Source: an optimization exercise on an open RTL-to-GDS flow (aim: small area, a short achievable clock period and few clock cycles per item). Production flows keep margins and buffers that such runs may drop.
Where RTL was checked, it was by simulation tests only, not by an equivalence proof against the original.
No functional check of the RTL was part of run 2.
Power is estimated from default activity; no workload was simulated.

==> flow/design.v, too long to show whole: its modules and the start of the top module <==
// module mux2X1: 8 lines
// module carry_lookahead_adder_8_bit: 19 lines
// module CLA_8bit_slice: 38 lines
// module carry_lookahead_adder_32_bit: 13 lines
// module mpa_bx: 6 lines
// module mpa_xor: 5 lines
// module mpa_ha: 6 lines
// module mpa_and: 5 lines
// module mpa_gp: 6 lines
// module mpa_nd: 6 lines
// module mpa_ng: 5 lines
// module mp_adder: 1061 lines
module mp_adder (
    input  wire         iAddSub,
    input  wire         iClk,
    input  wire         iRst,
    input  wire         iStart,
    input  wire [511:0] iOpA,
    input  wire [511:0] iOpB,
    output wire [512:0] oRes,
    output wire         oDone);
  // ...
==> flow/flow/run.sh <==
#!/bin/bash
# Standard ORFS layout (the standard.sh) with three changes to how it is done:
# - buffer_ports gives every input and output port a buf_1 cell (the resizer
#   still sizes them as timing needs) instead of the cell it picks by default;
# - the ports are placed in bit order round the die edge, each bit's
#   iOpA/iOpB/oRes side by side (flow/pinorder.tcl, before place_pins);
# - before the resize step's repair_design, high-fanout nets get buffer trees
#   built from their sinks' locations (flow/pre_resize.tcl, flow/tree.tcl).
set -euo pipefail
export BUFFER_PORTS_ARGS="-buffer_cell sky130_fd_sc_hd__buf_1"
export PRE_IO_PLACEMENT_TCL="$(pwd)/flow/pinorder.tcl"
export PRE_RESIZE_TCL="$(pwd)/flow/pre_resize.tcl"
bash standard.sh > standard_flow.log 2>&1
==> flow/flow/pinorder.tcl <==
# Place the ports in bit order around the die: bit i's iOpA[i], iOpB[i] and
# oRes[i] sit next to each other, bits 0..511 go round the die edge (bottom
# left to right, right edge upwards, top right to left, left edge downwards),
# and the control ports fill the gap between bit 511 and bit 0.
proc po_slots {} {
  set block [ord::get_db_block]
  set die [$block getDieArea]
  set dbu [$block getDbUnitsPerMicron]
  set W [expr {[$die xMax] / double($dbu)}]
  set H [expr {[$die yMax] / double($dbu)}]
  set m 10.0
  set slots {}
  # bottom: met2 tracks x = 0.23 + 0.46k, two tracks apart
  for {set x [expr {0.23 + 0.46 * ceil(($m - 0.23) / 0.46)}]} {$x <= $W - $m} {set x [expr {$x + 0.92}]} {
    lappend slots [list met2 $x 0.0]
  }
  # right: met3 tracks y = 0.34 + 0.68k
  for {set y [expr {0.34 + 0.68 * ceil(($m - 0.34) / 0.68)}]} {$y <= $H - $m} {set y [expr {$y + 1.36}]} {
    lappend slots [list met3 $W $y]
  }
  # top, right to left
  set top {}
  for {set x [expr {0.23 + 0.46 * ceil(($m - 0.23) / 0.46)}]} {$x <= $W - $m} {set x [expr {$x + 0.92}]} {
    lappend top [list met2 $x $H]
  }
  set slots [concat $slots [lreverse $top]]
  # left, top to bottom
  set left {}
  for {set y [expr {0.34 + 0.68 * ceil(($m - 0.34) / 0.68)}]} {$y <= $H - $m} {set y [expr {$y + 1.36}]} {
    lappend left [list met3 0.0 $y]
  }
  return [concat $slots [lreverse $left]]
}

proc po_place {name slot} {
  lassign $slot layer x y
  if {$layer == "met2"} { set sz {0.14 0.485} } else { set sz {0.8 0.3} }
  place_pin -pin_name $name -layer $layer -location [list $x $y] -pin_size $sz -force_to_die_boundary
}

proc po_all {} {
  set slots [po_slots]
  set ns [llength $slots]
  set ctrl {iClk iRst iStart iAddSub oDone oRes[512]}
  # bits spread evenly over the ring, leaving room for the control ports at the end
  set nbits 512
  set used [expr {3 * $nbits + [llength $ctrl]}]
  if {$used > $ns} { error "pinorder: $used ports but only $ns slots" }
  set step [expr {double($ns - [llength $ctrl]) / $nbits}]
  for {set i 0} {$i < $nbits} {incr i} {
    set s [expr {int(floor($i * $step))}]
    po_place "iOpA\[$i\]" [lindex $slots $s]
    po_place "iOpB\[$i\]" [lindex $slots [expr {$s + 1}]]
    po_place "oRes\[$i\]" [lindex $slots [expr {$s + 2}]]
  }
  set s [expr {$ns - [llength $ctrl]}]
  foreach c $ctrl {
    po_place $c [lindex $slots $s]
    incr s
  }
  puts "pinorder: placed [expr {3 * $nbits + [llength $ctrl]}] ports on $ns slots"
}
po_all
==> flow/flow/pre_resize.tcl <==
# Runs inside ORFS's resize step (3_4), after global placement and before its
# repair_design: every signal net with more than 12 sinks gets a buffer tree
# built from its sinks' placed locations (flow/tree.tcl), instead of the
# chain of buffers that repair_design would lay along the net.
source [file join [file dirname [info script]] tree.tcl]
bt_all 12 12 8 {sky130_fd_sc_hd__buf_4 sky130_fd_sc_hd__buf_8}
==> flow/flow/tree.tcl <==
# Buffer trees for high-fanout signal nets, built by recursive bisection of
# the sinks' placed locations (a leaf buffer drives at most LEAF sinks that
# lie close together; upper levels drive at most UP buffers each).
proc bt_split {pts maxn} {
  # pts: list of {pin x y}; returns a list of clusters of at most maxn points
  if {[llength $pts] <= $maxn} { return [list $pts] }
  set xs [lmap p $pts {lindex $p 1}]
  set ys [lmap p $pts {lindex $p 2}]
  set dx [expr {[tcl::mathfunc::max {*}$xs] - [tcl::mathfunc::min {*}$xs]}]
  set dy [expr {[tcl::mathfunc::max {*}$ys] - [tcl::mathfunc::min {*}$ys]}]
  set k [expr {$dx >= $dy ? 1 : 2}]
  set s [lsort -real -index $k $pts]
  # split into halves whose sizes are multiples of maxn where possible
  set n [llength $s]
  set nc [expr {($n + $maxn - 1) / $maxn}]
  set h [expr {(($nc + 1) / 2) * $maxn}]
  if {$h >= $n} { set h [expr {$n / 2}] }
  return [concat [bt_split [lrange $s 0 [expr {$h - 1}]] $maxn] [bt_split [lrange $s $h end] $maxn]]
}

proc bt_sinks {net} {
  set pts {}
  foreach it [$net getITerms] {
    if {[$it isOutputSignal]} { continue }
    set inst [$it getInst]
    set bb [$inst getBBox]
    set x [expr {([$bb xMin] + [$bb xMax]) / 2.0}]
    set y [expr {([$bb yMin] + [$bb yMax]) / 2.0}]
    lappend pts [list "[$inst getName]/[[$it getMTerm] getName]" $x $y]
  }
  return $pts
}

proc bt_net {netname leaf up cells} {
  set block [ord::get_db_block]
  set dbu [$block getDbUnitsPerMicron]
  set lvl 0
  set maxn $leaf
  while {1} {
    set net [$block findNet $netname]
    set pts [bt_sinks $net]
    if {[llength $pts] <= $maxn} { break }
    set cell [lindex $cells [expr {min($lvl, [llength $cells] - 1)}]]
    set i 0
    foreach cl [bt_split $pts $maxn] {
      set sx 0.0; set sy 0.0
      foreach p $cl { set sx [expr {$sx + [lindex $p 1]}]; set sy [expr {$sy + [lindex $p 2]}] }
      set cx [expr {$sx / [llength $cl] / $dbu}]
      set cy [expr {$sy / [llength $cl] / $dbu}]
      set pins [get_pins [lmap p $cl {lindex $p 0}]]
      insert_buffer -buffer_cell $cell -net [get_nets $netname] -load_pins $pins -location [list $cx $cy] \
        -buffer_name "bt_${lvl}_${i}_$netname"
      incr i
    }
    puts "bt_net $netname: level $lvl, $i buffers of $cell"
    incr lvl
    set maxn $up
  }
}

# all signal nets with more than minfo sinks (clock nets excluded)
proc bt_all {minfo leaf up cells} {
  set block [ord::get_db_block]
  set names {}
  foreach net [$block getNets] {
    if {[$net getSigType] != "SIGNAL"} { continue }
    if {[$net isSpecial]} { continue }
    set n 0
    set drv 0
    foreach it [$net getITerms] { if {[$it isOutputSignal]} { incr drv } else { incr n } }
    if {$drv != 1 || $n <= $minfo} { continue }
    if {[llength [$net getBTerms]] > 0} { continue }
    lappend names [$net getName]
  }
  foreach nm $names { bt_net $nm $leaf $up $cells }
}
==> flow/standard.sh <==
#!/bin/bash
# synth_recipe.tcl (not shown) runs the flow's synth.tcl, then flattens the netlist and writes it again
# the make line also repeats each setting of config.mk as NAME=value (left out here)
make -C /OpenROAD-flow-scripts/flow DESIGN_CONFIG=/design/flow/config.mk WORK_HOME=/design/flow/orfs CLKGATE_MAP_FILE= SYNTH_SCRIPT=/design/flow/synth_recipe.tcl "${@:-finish}"
==> flow/config.mk <==
export PLATFORM = sky130hd
export DESIGN_NAME = mp_adder
export DESIGN_NICKNAME = mp_adder
export VERILOG_FILES = /design/flow/design.v
export SDC_FILE = /design/flow/constraint.sdc
export NUM_CORES = 4
export LEC_CHECK = 0
export CAP_MARGIN = 20
export CORE_AREA = 10 10 460 460
export DIE_AREA = 0 0 470 470
export GPL_TIMING_DRIVEN = 0
export SETUP_SLACK_MARGIN = 0.5
export SLEW_MARGIN = 20
export SYNTH_HIERARCHICAL = 1
==> flow/constraint.sdc <==
create_clock -name core_clock -period 5.0 [get_ports {iClk}]
set_input_delay 1.0000 -clock core_clock [delete_from_list [all_inputs] [get_ports {iClk}]]
set_output_delay 1.0000 -clock core_clock [all_outputs]
set_load 0.01 [all_outputs]
==> impl_metrics.env, run 1 <==
export IMPL_area_share_sequential_pct=6.43
export IMPL_multiInputGateArea_mm2=0.0271
export IMPL_finalWorstPathRequiredPeriod_ns=4.40
export IMPL_totalNegativeSetupSlack_ns=0
export IMPL_final_cell_area_mm2=0.0401
export IMPL_power_density_cell_area_mw_per_mm2=244
export IMPL_clk_pin_slew_worst_paths_ns=0.07
export IMPL_routed_wl_met3_mm=5.69
export IMPL_port_buffer_count=1541
export IMPL_critical_path_max_stage_delay_ns=0.32
export IMPL_clockPowerShare_pct=14.8
export IMPL_grt_first_pass_wirelength_mm=152
export IMPL_ys_seq_area_share_pct=8.72
export IMPL_max_clock_freq_mhz=227
export IMPL_simple_gate_share_of_the_synthesized_area_pct=11.7
export IMPL_ctsResizeCount=16
export IMPL_met2_length_mm=52.2
export IMPL_place_hpwl_mm=85.8
export IMPL_report_final_setup_viol=0
export IMPL_post_synth_instance_area_mm2=0.0296
export IMPL_critical_path_startpoint_type="input pin"
export IMPL_numCtsBuffers=17
export IMPL_first_global_vias=31200
export IMPL_final_min_period_over_clock_period_pct=88.0
export IMPL_largest_registers="rC x127, rCout x1, rDone x1"
export IMPL_post_synth_mux_area_share_pct=0
export IMPL_critPathArrivalTime_ns=4.81
export IMPL_finalNetCount=6770
export IMPL_p_sw_share_pct=49.1
export IMPL_final_max_slew_viol_count=0
export IMPL_timing_critical_path_depth=18
export IMPL_antenna_diode_count=2
export IMPL_final_hold_worst_slack_ns=0.688
export IMPL_worst_slack_ns=0.602
export IMPL_seq_cell_power_w=0.00139
export IMPL_die_area_mm2=0.221
export IMPL_total_leakage_power_nw=20.9
export IMPL_status="complete, no violations"
export IMPL_largest_register_ffs=127
export IMPL_p_comb_share_pct=71.0
export IMPL_drt_wirelength_per_cell_um=12.2
Testbench counts, summed over its fixed seeds: cycles 768, items 384.
==> inputs of run 2 (changes only) <==
--- a/flow/design.v
+++ b/flow/design.v
@@ -123,17 +123,17 @@
     input  wire         iStart,
     input  wire [511:0] iOpA,
     input  wire [511:0] iOpB,
     output wire [512:0] oRes,
     output wire         oDone);
     wire [511:0] bx, p, g, c, sum;
     wire [127:0] cg, cp, cc;
     reg  [127:1] rC;      
-    reg         rCout;
+    reg         rCout;   
     reg         rDone;
     wire [127:0] ci = {rC, iAddSub};
     genvar j;
     generate for (j = 0; j < 128; j = j + 1) begin : chunk
         mpa_bx  u_bx  (.s(iAddSub), .b(iOpB[4*j +: 4]), .bx(bx[4*j +: 4]));
         mpa_ha  u_pg  (.a(iOpA[4*j +: 4]), .b(bx[4*j +: 4]), .p(p[4*j +: 4]), .g(g[4*j +: 4]));
         mpa_gp  u_gp  (.p(p[4*j +: 4]), .g(g[4*j +: 4]), .G(cg[j]), .Pc(cp[j]));
         assign c[4*j] = ci[j];
@@ -1165,15 +1165,15 @@
     assign cc[122] = G442;
     assign cc[123] = G443;
     assign cc[124] = G444;
     assign cc[125] = G445;
     assign cc[126] = G446;
     assign cc[127] = G447;
     always @(posedge iClk) begin
         rC    <= cc[126:0];
-        rCout <= cc[127] & ~iAddSub;
+        rCout <= cc[127];
         if (iRst) rDone <= 1'b0;
         else      rDone <= iStart;
     end
-    assign oRes  = {rCout, sum};
+    assign oRes  = {rCout & ~iAddSub, sum};   
     assign oDone = rDone;
 endmodule
==> run 2 against run 1 <==
  * Largest power group unchanged
  * Critical path depth is the same
  * Core utilization is essentially flat
  * Fmax shrank 1.3%
  * Still clean on timing, DRC and antenna
  * Non-clock buffer count shrank 2
  * Count of clock-buffer cells in the layout shrank 1
==> impl_metrics.env, run 2 <==
export IMPL_htreeDepth=4
export IMPL_worst_slack_ns=0.545
export IMPL_antenna_found_initial=1
export IMPL_globalRoute_totalOverflow=0
export IMPL_final_min_period_over_clock_period_pct=89.1
export IMPL_status="complete, no violations"
export IMPL_drt_iter0_drc=781
export IMPL_primary_flip_flop_cell_chosen_by_synthesis_mapping="sky130_fd_sc_hd__dfxtp_1"
export IMPL_drt_antenna_violating_nets=0
export IMPL_worstSetupEndpoint="rC[126]$_DFF_P_"
export IMPL_grt_max_degree=17
export IMPL_yosys_register_bits=129
export IMPL_critPathLaunch="iAddSub"
export IMPL_place_hpwl_mm=85.7
export IMPL_synth_most_common_cell="sky130_fd_sc_hd__xor2_1"
export IMPL_synth_warnings=7
export IMPL_finalWeightedCongestion=0.798
export IMPL_gr_usage_all_layers_pct=8.24
export IMPL_post_cts_repair_setup_buffers=0
export IMPL_die_area_mm2=0.221
export IMPL_postSynthNetCount=5129
export IMPL_maxSlewHeadroom_pct=74.3
export IMPL_min_delay_path_class="in2reg"
export IMPL_core_region_area_mm2=0.202
export IMPL_finalNetCount=6768
export IMPL_drt_wirelength_per_cell_um=12.2
export IMPL_clock_sinks=129
export IMPL_critical_path_startpoint_type="input pin"
export IMPL_grt_first_pass_wirelength_mm=152
export IMPL_power_density_cell_area_mw_per_mm2=244
export IMPL_rsz0062_at_grt="no"
export IMPL_timing_setup_critical_path_class="in2reg"
export IMPL_post_synth_instance_area_mm2=0.0296
export IMPL_ys_top_cells_by_area="sky130_fd_sc_hd__xor2_1, sky130_fd_sc_hd__ha_1, sky130_fd_sc_hd__a21o_1"
export IMPL_tritoncts_clock_tree="done"
export IMPL_dp_worst_setup_slack_ns=-1.00
export IMPL_crit_path_end_kind="flip-flop"
export IMPL_max_vdd_drop_uv=282
export IMPL_cap_viol_max_count=0
export IMPL_numCtsBuffers=17
export IMPL_cp_required_ns=5.41
export IMPL_via_per_inst=3.80
export IMPL_mostFrequentLayoutCells="sky130_fd_sc_hd__buf_1, sky130_fd_sc_hd__xor2_1, sky130_fd_sc_hd__a21o_1"
export IMPL_cts_root_buf="sky130_fd_sc_hd__clkbuf_16"
export IMPL_top_cells_by_instance_count_after_synthesis="sky130_fd_sc_hd__xor2_1, sky130_fd_sc_hd__a21o_1, sky130_fd_sc_hd__ha_1"
export IMPL_total_leakage_power_nw=20.9
export IMPL_floorplan_rows=165
export IMPL_place_inst=7881
export IMPL_final_hold_violation_count=0
export IMPL_critical_path_max_fanout=12
export IMPL_layout_drive_gt1_share_pct=2.31
export IMPL_detail_route_wirelength_mm=96.7
export IMPL_layout_cells_most_common="sky130_fd_sc_hd__buf_1"
export IMPL_clk_pin_slew_worst_paths_ns=0.07
export IMPL_worstMarginPinSlew_ns=0.385
export IMPL_async_flop_share_pct=0
export IMPL_n_fill_cell=23100
export IMPL_report_final_setup_viol=0
export IMPL_hp_start="iRst"
export IMPL_avgSynthCellArea_um2=8.25
export IMPL_post_route_drc_count=0
export IMPL_design_portCount=0
export IMPL_placed_cell_area_mm2=0.0394
export IMPL_post_synth_top_area_fraction_pct=30.3
export IMPL_initial_utilization_pct=14.7
export IMPL_largest_register_ffs=127
export IMPL_largest_registers="rC x127, rCout x1, rDone x1"
export IMPL_final_cell_area_mm2=0.0401
export IMPL_final_max_slew_viol_count=0
export IMPL_flow_area_growth_from_synthesis_pct=35.4
export IMPL_synth_cells=3589
export IMPL_fin_total_pwr_w=0.00979
export IMPL_largest_register="rC"
export IMPL_yosysTopAreaCell="sky130_fd_sc_hd__xor2_1"
export IMPL_number_of_enable_flip_flop_cells_after_synthesis=0
export IMPL_layout_cells_non_filler=7912
export IMPL_firstDrtPassIters=4
export IMPL_first_global_vias=31100
export IMPL_clockBufferDepth=2
export IMPL_routed_via_count=30100
export IMPL_dieHeight_um=470
export IMPL_critPathArrivalTime_ns=4.86
export IMPL_ys_seq_area_share_pct=8.72
export IMPL_yosysUniqueCellTypes=10
export IMPL_port_buffer_count=1541
export IMPL_max_clock_freq_mhz=224
export IMPL_finalWorstPathRequiredPeriod_ns=4.45
export IMPL_final_util_pct=19.9
export IMPL_chipWidth_um=470
-- run 2: power breakdown --
part / internal [W] / switching [W] / total (W)
clock network: 0.000843 / 0.000620 / 0.00146
logic: 0.00290 / 0.00404 / 0.00694
registers: 0.00124 / 0.000148 / 0.00139
total: 0.00499 / 0.00480 / 0.00979
-- run 2: worst min-delay path by stage --
| stage | endpoint | slack, ns | cells after the start |
|---|---|---|---|
| after detailed placement | rDone$_SDFF_PP0_ | 1.22 | 2 |
| final | rDone$_SDFF_PP0_ | 0.69 | 2 |
| after CTS | rDone$_SDFF_PP0_ | 0.58 | 2 |
| after floorplan | rDone$_SDFF_PP0_ | 1.06 | 1 |
| after global placement | rDone$_SDFF_PP0_ | 1.22 | 2 |
| after global routing | rDone$_SDFF_PP0_ | 0.60 | 2 |
-- run 2: Yosys stat by module (local to each module, per instance) --
module	copies in the design	flip-flops and latches	cells inside	cell area, um^2
mpa_nd	321	0	2	13.8
mpa_xor	128	0	4	35.0
mpa_ng	512	0	1	7.51
mpa_bx	128	0	4	35.0
mp_adder	1	129	131	2610
mpa_ha	128	0	4	50.0
mpa_gp	128	0	6	26.3
-- run 2: stage by stage --
stage | TNS [ns] | hold WS, ns
3_5_place_dp | -62.61 | 1.22
3_3_place_gp | - | 1.22
6_report | 0 | 0.692
5_1_grt | 0 | 0.602
2_1_floorplan | 0 | 1.06
4_1_cts | 0 | 0.584
-- run 2: routing by layer --
layer | GRT usage [%] | part of all wire [%] | vias to the layer above
met5 | 0 | 0 | -
met1 | 8.23 | 38 | 13300
met4 | 2.43 | 2.4 | 0
met2 | 16.1 | 53 | 730
met3 | 2.62 | 6.2 | 92
li1 | - | - | 15900
-- run 2: logic make-up (layout without fill, tap and decap cells) --
logic type	count (synthesis)	count (layout)	synth area share (%)
fa+ha+maj	512	512	21.6
flops	129	129	8.72
xor+xnor	1024	1024	30.3
buf+inv	0	1650	0
other cells	0	1	0
simple gates	707	707	11.7
compound gates	1217	1217	27.6
-- run 2: area by class of cell --
| cell class | count | area, um^2 | share of cell area, % |
|---|---|---|---|
| Sequential cell | 129 | 2580 | 6.44 |
| Clock inverter | 12 | 185 | 0.462 |
| Multi-Input combinational cell | 3460 | 27100 | 67.5 |
| Tap cell | 2672 | 3340 | 8.34 |
| Clock buffer | 18 | 439 | 1.10 |
| Timing Repair Buffer | 1620 | 6480 | 16.2 |
| Antenna cell | 1 | 2.50 | 0.00624 |
-- run 2: timing repair --
item                       CTS  global route
setup endpoints to repair  105            62
pin swaps                    1             1
gates cloned                 0             0
gates resized for setup     10            14
hold buffers                 0             0
-- run 2: critical path: stages --
cell	delay, ns
sky130_fd_sc_hd__buf_6	0.18
sky130_fd_sc_hd__buf_8	0.19
sky130_fd_sc_hd__buf_8	0.17
sky130_fd_sc_hd__xor2_1	0.18
sky130_fd_sc_hd__ha_1	0.30
sky130_fd_sc_hd__a21oi_1	0.18
sky130_fd_sc_hd__o21ai_1	0.08
sky130_fd_sc_hd__a21o_1	0.18
sky130_fd_sc_hd__a21o_1	0.21
sky130_fd_sc_hd__a21o_4	0.24
sky130_fd_sc_hd__a21o_4	0.24
sky130_fd_sc_hd__a21o_2	0.26
sky130_fd_sc_hd__buf_4	0.18
sky130_fd_sc_hd__a21o_4	0.26
sky130_fd_sc_hd__buf_4	0.20
sky130_fd_sc_hd__a21o_4	0.32
sky130_fd_sc_hd__buf_8	0.23
sky130_fd_sc_hd__a21o_1	0.17

what the ideal ports hide:
Ports are ideal in the flow. The routed layouts listed here were re-timed in OpenROAD. Step 1 sets driving cells, clkbuf_16 on the clock port and buf_2 on the other inputs (assumed; they add their load-dependent delay and slew). Step 2 times the ports against the registers' clock, not the clock port: input delays grow and output delays shrink by t, the midpoint of the rising clock arrivals with the driver on. Slacks: no drivers / after step 1 / after step 2; pairs: no drivers / after step 1.
run | t (ns) | setup WS [ns] | latest minus earliest clock arrival (ns)
run 1 | 0.588 | 0.602 / 0.629 / 0.041 | 0.014 / 0.014
run 2 | 0.599 | 0.545 / 0.580 / -0.018 | 0.013 / 0.013
Met with ideal ports but missed after step 2: setup timing in run 2. For run 2, which loses most, drivers alone change the setup slack by +0.035 ns; drivers and shift together by -0.563 ns.
